Background: an optimization exercise with open tools, aiming at small area, a short achievable clock period and few clock cycles per item. Do not read the settings as production practice. The RTL was checked by simulation tests, not by an equivalence proof against the original design. No activity file was given, so power comes from the tool's default toggle rates.

// JAM
module JAM (
input CLK,
input RST,
output reg [2:0] W,
output reg [2:0] J,
input [6:0] Cost,
output [3:0] MatchCount,
output reg [9:0] MinCost,
output reg Valid );
Size in the first run: roughly 340 flip-flops, about 30 I/O pins, roughly 0.024 mm² of cells after synthesis.
clock: 6.0 ns
lec_check: 0
cap_margin: 20
core_margin: 2
core_utilization: 40
setup_slack_margin: 2.5
slew_margin: 20
run.sh (not shown) runs the stock make flow with config.mk's settings and CLKGATE_MAP_FILE= SYNTH_SCRIPT=/design/flow/synth_recipe.tcl, a recipe that flattens the netlist after the stock synthesis.
The baseline finished clean.
Testbench counts at the start, summed over its fixed seeds: cycles 8,077, jobs 32.
==> next run, changes <==
--- a/flow/design.v
+++ b/flow/design.v
@@ -16,25 +16,25 @@
 reg [7:0] K  [0:7];    
 reg [2:0] way[0:7];    
 reg [7:0] wayS;        
 reg [2:0] pm [0:7];    
 reg [7:0] matched, used;
 reg [2:0] r, i0, j0, jc, j1;
 reg       j0s, first, eqhead;
 reg signed [9:0] U;    
 reg [7:0] runmin;
 reg [6:0] Dprev;
 reg [7:0] Pc, Kc, Pj1;   
 reg signed [10:0] Qr, Y1r;   
-wire [7:0] Rm = matched;   
+reg [7:0] Rm, S;   
 reg [3:0] acc, prodP;
 assign MatchCount = acc;
 reg       parP;
 reg [2:0] jq;
 reg [7:0] jqh;   
 reg       hq;
 reg [2:0] rq;    
 reg [2:0] jn; reg ld, ld_corr, ld_zero;
 reg [7:0] pn, kn;
 always @* begin
     pn = 8'd0; kn = 8'd0;
     for (k = 0; k < 8; k = k + 1) begin
@@ -114,32 +114,25 @@
     reg [1:0] A, B, C, D, E, F;
     begin
         A = fa(x[0], x[1], x[2]);
         B = fa(x[3], x[4], x[5]);
         C = {x[6] & x[7], x[6] ^ x[7]};
         D = fa(A[0], B[0], C[0]);
         E = fa(A[1], B[1], C[1]);
         F = {E[0] & D[1], E[0] ^ D[1]};
         pop8 = {E[1] & F[1], E[1] ^ F[1], F[0], D[0]};
     end
 endfunction
 reg [31:0] rs;         
-reg [7:0] G, S;
-always @* begin
-    for (m = 0; m < 8; m = m + 1) begin
-        rs[4*m +: 4] = p[m][3:0];
-        S[m] = p[m][4];
-        G[m] = p[m][5];
-    end
-end
+reg [7:0] G;
 reg       parG, vP;
 reg [7:0] fl;           
 reg [7:0] rz, ra, rb0, rb1, re0, re1;
 reg [3:0] rn;
 reg [3:0] ne0, ne1, nb0;
 reg [4:0] esum;
 reg [1:0] bb;
 reg [3:0] term;
 always @* begin
     fl = 8'd0;
     for (k = 7; k >= 0; k = k - 1) if (Rm[k] && !S[k]) fl = 8'd1 << k;
 end
@@ -156,39 +149,25 @@
     end
     ne0 = pop8(re0 & Rm);
     ne1 = pop8(re1 & Rm);
     nb0 = pop8(rb0 & Rm);
     esum = {1'b0, ne0} + {ne1, 1'b0};
     bb = nb0[1:0] + {^(rb1 & Rm), 1'b0};
     term = {bb, 2'b01};                  
     if (^(ra & Rm)) term = 4'd0 - term;
     term = term << esum[1:0];
     if (|(rz & Rm) || esum > 5'd3) term = 4'd0;
 end
 wire [3:0] acc_n = !vP ? acc : parP ? acc - prodP : acc + prodP;
-reg [7:0] fl_ge;
-always @* begin
-    fl_ge[0] = fl[0];
-    for (k = 1; k < 8; k = k + 1) fl_ge[k] = fl_ge[k-1] | fl[k];
-end
-wire [7:0] S_n = Rm & ((S & fl_ge & ~fl) | fl);
-function [3:0] step4(input [3:0] x, input up);
-    reg c1, c2, c3;
-    begin
-        c1 = up ? x[0] : ~x[0];
-        c2 = c1 & (up ? x[1] : ~x[1]);
-        c3 = c2 & (up ? x[2] : ~x[2]);
-        step4 = {x[3] ^ c3, x[2] ^ c2, x[1] ^ c1, ~x[0]};
-    end
-endfunction
+wire [7:0] S_n = ((S | ~Rm) + 8'd1) & Rm;
 always @* begin
     jn = jq; ld = 1'b0; ld_corr = 1'b0; ld_zero = 1'b0; ldq = 1'b0; ldq_first = first;
     case (st)
     ST_SCAN: begin
         jn = jq; ld = hq; ldq = hq;
         ld_corr = first & hq; ld_zero = first & hq & (r == 3'd0);
     end
     ST_POST, ST_AUG: begin
         if (phase_end) begin ld = 1'b1; ld_corr = 1'b1; ldq = 1'b1; ldq_first = 1'b1; end
     end
     ST_EQ: begin
         jn = jq; ld = 1'b1; ld_corr = (rq == 3'd0);
@@ -273,56 +252,54 @@
         end
         ST_EQ: begin
             if (eqhead) begin
                 U <= {1'b0, cp};
                 MinCost <= MinCost + {3'b0, Cost};
                 K[r] <= {1'b1, K[r][7:1]};
                 eqhead <= 1'b0;
                 jc <= jq; jq <= jq_n; jqh <= 8'd1 << (jq_n); rq <= rq_n;
             end else begin
                 K[r] <= {(cp == U[8:0]), K[r][7:1]};
                 if (jc + 3'd1 == r) begin
                     if (r == 3'd7) begin
-                        st <= ST_ELIM;
+                        st <= ST_ELIM; Rm <= 8'hFF;
                     end else begin
                         r <= r + 3'd1; i0 <= pm[r + 3'd1];
                         eqhead <= 1'b1;
                         jc <= jq; jq <= jq_n; jqh <= 8'd1 << (jq_n); rq <= rq_n;
                     end
                 end else begin
                     jc <= jq; jq <= jq_n; jqh <= 8'd1 << (jq_n); rq <= rq_n;
                 end
             end
         end
         ST_ELIM: begin
             if (rem == 8'd0) begin
-                st <= ST_RYS; acc <= 4'd0; vP <= 1'b0;
+                st <= ST_RYS; S <= 8'd0; G <= 8'd0; acc <= 4'd0; vP <= 1'b0;
                 parG <= ^Rm;
-                for (n = 0; n < 8; n = n + 1) p[n][5:0] <= 6'd0;
+                rs <= 32'd0;
             end else begin
-                matched <= matched & ~rem;
+                Rm <= Rm & ~rem;
             end
         end
         ST_RYS: begin
             prodP <= term;
             parP <= parG;
             vP <= 1'b1;
             acc <= acc_n;
-            for (n = 0; n < 8; n = n + 1) begin
-                p[n][4] <= S_n[n];
-                p[n][5] <= G[n] ^ fl[n];
-            end
+            S <= S_n;
+            G <= G ^ fl;
             parG <= ~parG;
             for (n = 0; n < 8; n = n + 1)
-                if (|(Af[n] & fl)) p[n][3:0] <= step4(rs[4*n +: 4], fl_on);
+                if (|(Af[n] & fl)) rs[4*n +: 4] <= fl_on ? rs[4*n +: 4] + 4'd1 : rs[4*n +: 4] - 4'd1;
             if (S == Rm) st <= ST_FIN;
         end
         ST_FIN: begin
             acc <= acc_n;
             Valid <= 1'b1;
             st <= ST_DONE;
         end
         default: ;
         endcase
     end
 end
 endmodule
Result: Sequential share of layout area climbs by 3.5 points. Core utilization grows by 0.31 points. Via count goes down by about 5%. Clock power grows by 10%. Worst setup slack gains 0.049 ns. Non-clock buffer count came out higher by 5. Register-to-register slack improves by 0.05 ns. Wire length falls by 5.2%. Design area came out higher by about 6%. Power came out higher by about 0.7%. Worst hold slack degrades by 0.030 ns.
Testbench counts after the change, summed over its fixed seeds: cycles 8,077, jobs 32.

[port drivers added, routing unchanged]
In the flow no input, the clock included, has a driving cell. The finished layouts below were timed again as built, in two steps. Step 1 (the two cells are an assumption about what drives the block):
set clk [get_ports {CLK}]
set_driving_cell -lib_cell sky130_fd_sc_hd__clkbuf_16 $clk
set_driving_cell -lib_cell sky130_fd_sc_hd__buf_2 [delete_from_list [all_inputs] $clk]
Step 2 moves the port delays by t, midway between the first and last clock arrival at a register: inputs arrive t later, outputs are due t later. That takes back most of the time a late clock gives input paths. Three values: ideal ports, drivers, drivers and shift; two values: the first two.
run	shift t [ns]	slack for setup (ns)	worst setup path at the end	worst register clock-pin slew, ns	cell pins on the clock port's net
the first run	0.625	2.243 / 2.243 / 1.976	input to register	0.07 / 0.07	1
the second run	0.653	2.292 / 2.292 / 1.935	input to register	0.07 / 0.07	1
After both steps every run listed still meets setup and hold. For the second run, which loses most, drivers alone change the setup slack by 0.000 ns; drivers and shift together by -0.357 ns.
